Background: an optimization exercise with open tools, aiming at small area, a short achievable clock period and few clock cycles. Do not read the settings as production practice. Function was checked by simulation only, so behaviour that the tests miss may differ from the original.

## old
// RISCV
module RISCV(clk,
            rst_n,
            mem_wen_D,
            mem_addr_D,
            mem_wdata_D,
            mem_rdata_D,
            mem_addr_I,
            mem_rdata_I
    );
Settings: LEC_CHECK=0, CAP_MARGIN=35, CORE_MARGIN=2, CORE_UTILIZATION=40, CTS_BUF_LIST=sky130_fd_sc_hd__clkbuf_8, CTS_CLUSTER_DIAMETER=50, CTS_CLUSTER_SIZE=16, SETUP_SLACK_MARGIN=5, SLEW_MARGIN=35, SYNTH_HIERARCHICAL=1, TNS_END_PERCENT=5; clock period 17.0 ns.
standard.sh (not shown) runs the stock make flow with config.mk's settings and CLKGATE_MAP_FILE= SYNTH_SCRIPT=/design/flow/synth_recipe.tcl, a recipe that flattens the netlist after the stock synthesis.
==> flow/flow/run.sh <==
#!/bin/bash
# The standard layout (standard.sh, ORFS), with these changes to how it is made:
#  - synthesis maps logic with ABC per module: the datapath modules with the delay-oriented
#    mapper and a per-module delay relaxation (flow/abc_per_module.tcl), the rest with
#    flow/abc_speed.script (area-oriented);
#  - synthesis does not extract full/half adder cells (ADDER_MAP_FILE empty), so ABC sees
#    the adders' logic and its timing;
#  - the clock delay buffers (clkdlybuf4s*) are not used, in addition to the platform's
#    don't-use cells, so that port buffers are not sized into them.
# Flip-flops are mapped exactly as in the standard synthesis. Each tool's log is in
# orfs/logs/; make's own output is in make_flow.log.
set -euo pipefail
here=$(pwd)
MARGIN=11.5
PER_MODULE="rf_port=50 agu_add=0 br_eq=0 stage_e=50 stage_f=50"
DONT_USE="$(grep -A40 'DONT_USE_CELLS +=' "$FLOW_HOME/platforms/sky130hd/config.mk" | grep -o 'sky130_fd_sc_hd__[a-z0-9_]*' | tr '\n' ' ')"
for c in 15_1 15_2 18_1 18_2 25_1 25_2 50_1 50_2; do DONT_USE="$DONT_USE sky130_fd_sc_hd__clkdlybuf4s$c"; done
rm -rf scripts_local
cp -r "$FLOW_HOME/scripts" scripts_local
cp flow/abc_speed.script scripts_local/abc_speed.script
sed -i "s#^  log_cmd abc {\*}\$abc_args\$#  source $here/flow/abc_per_module.tcl#" scripts_local/synth.tcl
grep -q "abc_per_module.tcl" scripts_local/synth.tcl
sed -E "s#SETUP_SLACK_MARGIN=[^ ]+#SETUP_SLACK_MARGIN=$MARGIN ADDER_MAP_FILE= SCRIPTS_DIR=$here/scripts_local 'ABC_PER_MODULE=$PER_MODULE' 'DONT_USE_CELLS=$DONT_USE'#" standard.sh > standard_own.sh
grep -q "SETUP_SLACK_MARGIN=$MARGIN" standard_own.sh
bash standard_own.sh > make_flow.log 2>&1
Other scripts of this flow, unchanged in this note and not shown: flow/flow/abc_per_module.tcl, flow/flow/abc_speed.script
Testbench counts of old, summed over its fixed seeds: cycles 140,026.
> inputs changed (old -> new)
--- a/flow/design.v
+++ b/flow/design.v
@@ -106,20 +106,20 @@
     input  [30:0] e_pc4;
     input         e_jalr, e_ld, e_link;
     input  [8:0]  e_op;
     input  [63:0] mem_rdata_D;
     output [63:0] wb;
     output [29:0] npc;
     wire [63:0] ld_data = {mem_rdata_D[7:0],   mem_rdata_D[15:8],  mem_rdata_D[23:16], mem_rdata_D[31:24],
                            mem_rdata_D[39:32], mem_rdata_D[47:40], mem_rdata_D[55:48], mem_rdata_D[63:56]};
     wire        sub   = e_op[1] | e_op[3];
-    wire [63:0] sum   = e_a + e_b + {63'd0, sub};
-    wire        lt    = (e_a[63] == e_b[63]) ? e_a[63] : sum[63];
+    wire [63:0] sum   = e_a + (sub ? ~e_b : e_b) + {63'd0, sub};
+    wire        lt    = (e_a[63] ^ e_b[63]) ? e_a[63] : sum[63];
     wire [5:0]  sh    = e_b[5:0];
     reg  [63:0] a_rev, sl;
     integer k;
     always @(*) for (k = 0; k < 64; k = k + 1) a_rev[k] = e_a[63-k];
     wire [63:0] sin   = e_op[2] ? a_rev : e_a;
     wire [63:0] sr    = $signed({e_op[6] & e_a[63], sin}) >>> sh;
     always @(*) for (k = 0; k < 64; k = k + 1) sl[k] = sr[63-k];
     reg  [63:0] alu;
     always @(*) begin
@@ -188,19 +188,19 @@
     wire   t0 = d_jal | (d_br & f3[0]);
     assign f_n1    = t1 ? btgt[31:2] : f_pc4[29:0];
     assign f_n0    = t0 ? btgt[31:2] : f_pc4[29:0];
     assign f_pc4   = {1'b0, npc} + 31'd1;
     br_eq u_eq (.q1(q1), .q2(q2), .wb(wb), .fwd1(e_we && e_rd == rs1), .fwd2(e_we && e_rd == rs2), .eqh(f_eqh));
     assign f_jalr  = d_jalr;
     assign f_we    = (d_r | d_i | d_ld | d_jal | d_jalr) & (rd != 5'd0);
     assign f_sd    = d_sd;
     assign f_a     = r1;
-    assign f_b     = (d_i ? {{32{imm_i[31]}}, imm_i} : r2) ^ {64{f_op[1] | f_op[3]}};
+    assign f_b     = d_i ? {{32{imm_i[31]}}, imm_i} : r2;
     assign f_rd    = rd;
     assign f_ld    = d_ld;
     assign f_link  = d_jal | d_jalr;
     assign f_op[0] = (d_r & f3 == 3'b000 & !ins[30]) | (d_i & f3 == 3'b000);
     assign f_op[1] = d_r & f3 == 3'b000 & ins[30];
     assign f_op[2] = (d_r | d_i) & f3 == 3'b001;
     assign f_op[3] = (d_r | d_i) & f3 == 3'b010;
     assign f_op[4] = (d_r | d_i) & f3 == 3'b100;
     assign f_op[5] = (d_r | d_i) & f3 == 3'b101 & !ins[30];
@@ -212,39 +212,34 @@
     input  [1983:0] rf_flat;
     input  [4:0]    rs1, rs2;
     output [63:0]   q1, q2;
     rf_port p1 (.rf_flat(rf_flat), .rs(rs1), .q(q1));
     rf_port p2 (.rf_flat(rf_flat), .rs(rs2), .q(q2));
 endmodule
 module rf_port(rf_flat, rs, q);
     input  [1983:0] rf_flat;
     input  [4:0]    rs;
-    output [63:0]   q;
-    reg [31:1] sel;
-    integer k;
-    always @(*)
-        for (k = 1; k < 32; k = k + 1)
-            sel[k] = rs == k;
-    genvar b, g;
-    generate for (b = 0; b < 64; b = b + 1) begin : bit_
-        wire [9:0] n;
-        for (g = 0; g < 10; g = g + 1) begin : g3
-            aoi222 u (.a(rf_flat[64*(3*g)   + b]), .b(sel[3*g+1]),
-                      .c(rf_flat[64*(3*g+1) + b]), .d(sel[3*g+2]),
-                      .e(rf_flat[64*(3*g+2) + b]), .f(sel[3*g+3]), .y(n[g]));
-        end
-        assign q[b] = ~&n[3:0] | ~&n[7:4] | ~&n[9:8] | (rf_flat[64*30 + b] & sel[31]);
-    end endgenerate
-endmodule
-module aoi222(a, b, c, d, e, f, y);
-    input  a, b, c, d, e, f;
-    output y;
-    assign y = ~((a & b) | (c & d) | (e & f));
+    output reg [63:0] q;
+    wire [2047:0] r = {rf_flat, 64'd0};      
+    reg  [511:0]  l1;
+    integer g;
+    always @(*) begin
+        for (g = 0; g < 8; g = g + 1)
+            case (rs[1:0])
+                2'd0:    l1[64*g +: 64] = r[256*g       +: 64];
+                2'd1:    l1[64*g +: 64] = r[256*g +  64 +: 64];
+                2'd2:    l1[64*g +: 64] = r[256*g + 128 +: 64];
+                default: l1[64*g +: 64] = r[256*g + 192 +: 64];
+            endcase
+        q = 64'd0;
+        for (g = 0; g < 8; g = g + 1)
+            q = q | (l1[64*g +: 64] & {64{rs[4:2] == g}});
+    end
 endmodule
 module agu_add(a, imm, lo, hi_inc, hi_dec, sel_inc, sel_dec);
     input  [31:0]  a;
     input  [11:0]  imm;
     output [11:2]  lo;
     output [31:12] hi_inc, hi_dec;
     output         sel_inc, sel_dec;
     wire [12:0] sum = {1'b0, a[11:0]} + {1'b0, imm};
     assign lo      = sum[11:2];
==> run notes <==
- Final worst slack for new: 170 ps up relative to old
- Of new and old, old shows the lower clock skew, with new above it.
- Against old, new comes in about 2.8% higher on maximum frequency.
- Changes observed in new relative to old: relative area of clock buffers and inverters in the final design shows a reduction of 0.23 points; multi-input gate share of the layout cell area grew by 3.0 points; final-stage net count has increased; cell count after synthesis picked up an extra 2372.
- Taking old as the reference point, the area of all placed cells without fillers of new rises by 2.7%.
- Delta(first-pass iteration count of the detailed router, new - old) > 0
Testbench counts of new, summed over its fixed seeds: cycles 140,026.

## static timing again, ports no longer ideal
No port has a modelled driver above. Below, the same layouts with a new extraction and two added sets of constraints. Step 1 assumes that a clkbuf_16 drives the clock port and a buf_2 every other input. Step 2 moves the port delays by t, midway between the first and last clock arrival at a register: inputs arrive t later, outputs are due t later. That takes back most of the time a late clock gives input paths. a / b / c = ideal / step 1 / step 2; a / b = the first two.
| run | shift t [ns] | setup WS [ns] | worst slew at a driven data input, ns |
|---|---|---|---|
| old | 1.196 | 10.833 / 10.690 / 9.493 | 0.34 |
| new | 1.159 | 11.000 / 10.983 / 9.824 | 0.11 |
After both steps setup and hold are still met in every run listed. For old, which loses most, drivers alone change the setup slack by -0.143 ns; drivers and shift together by -1.340 ns.
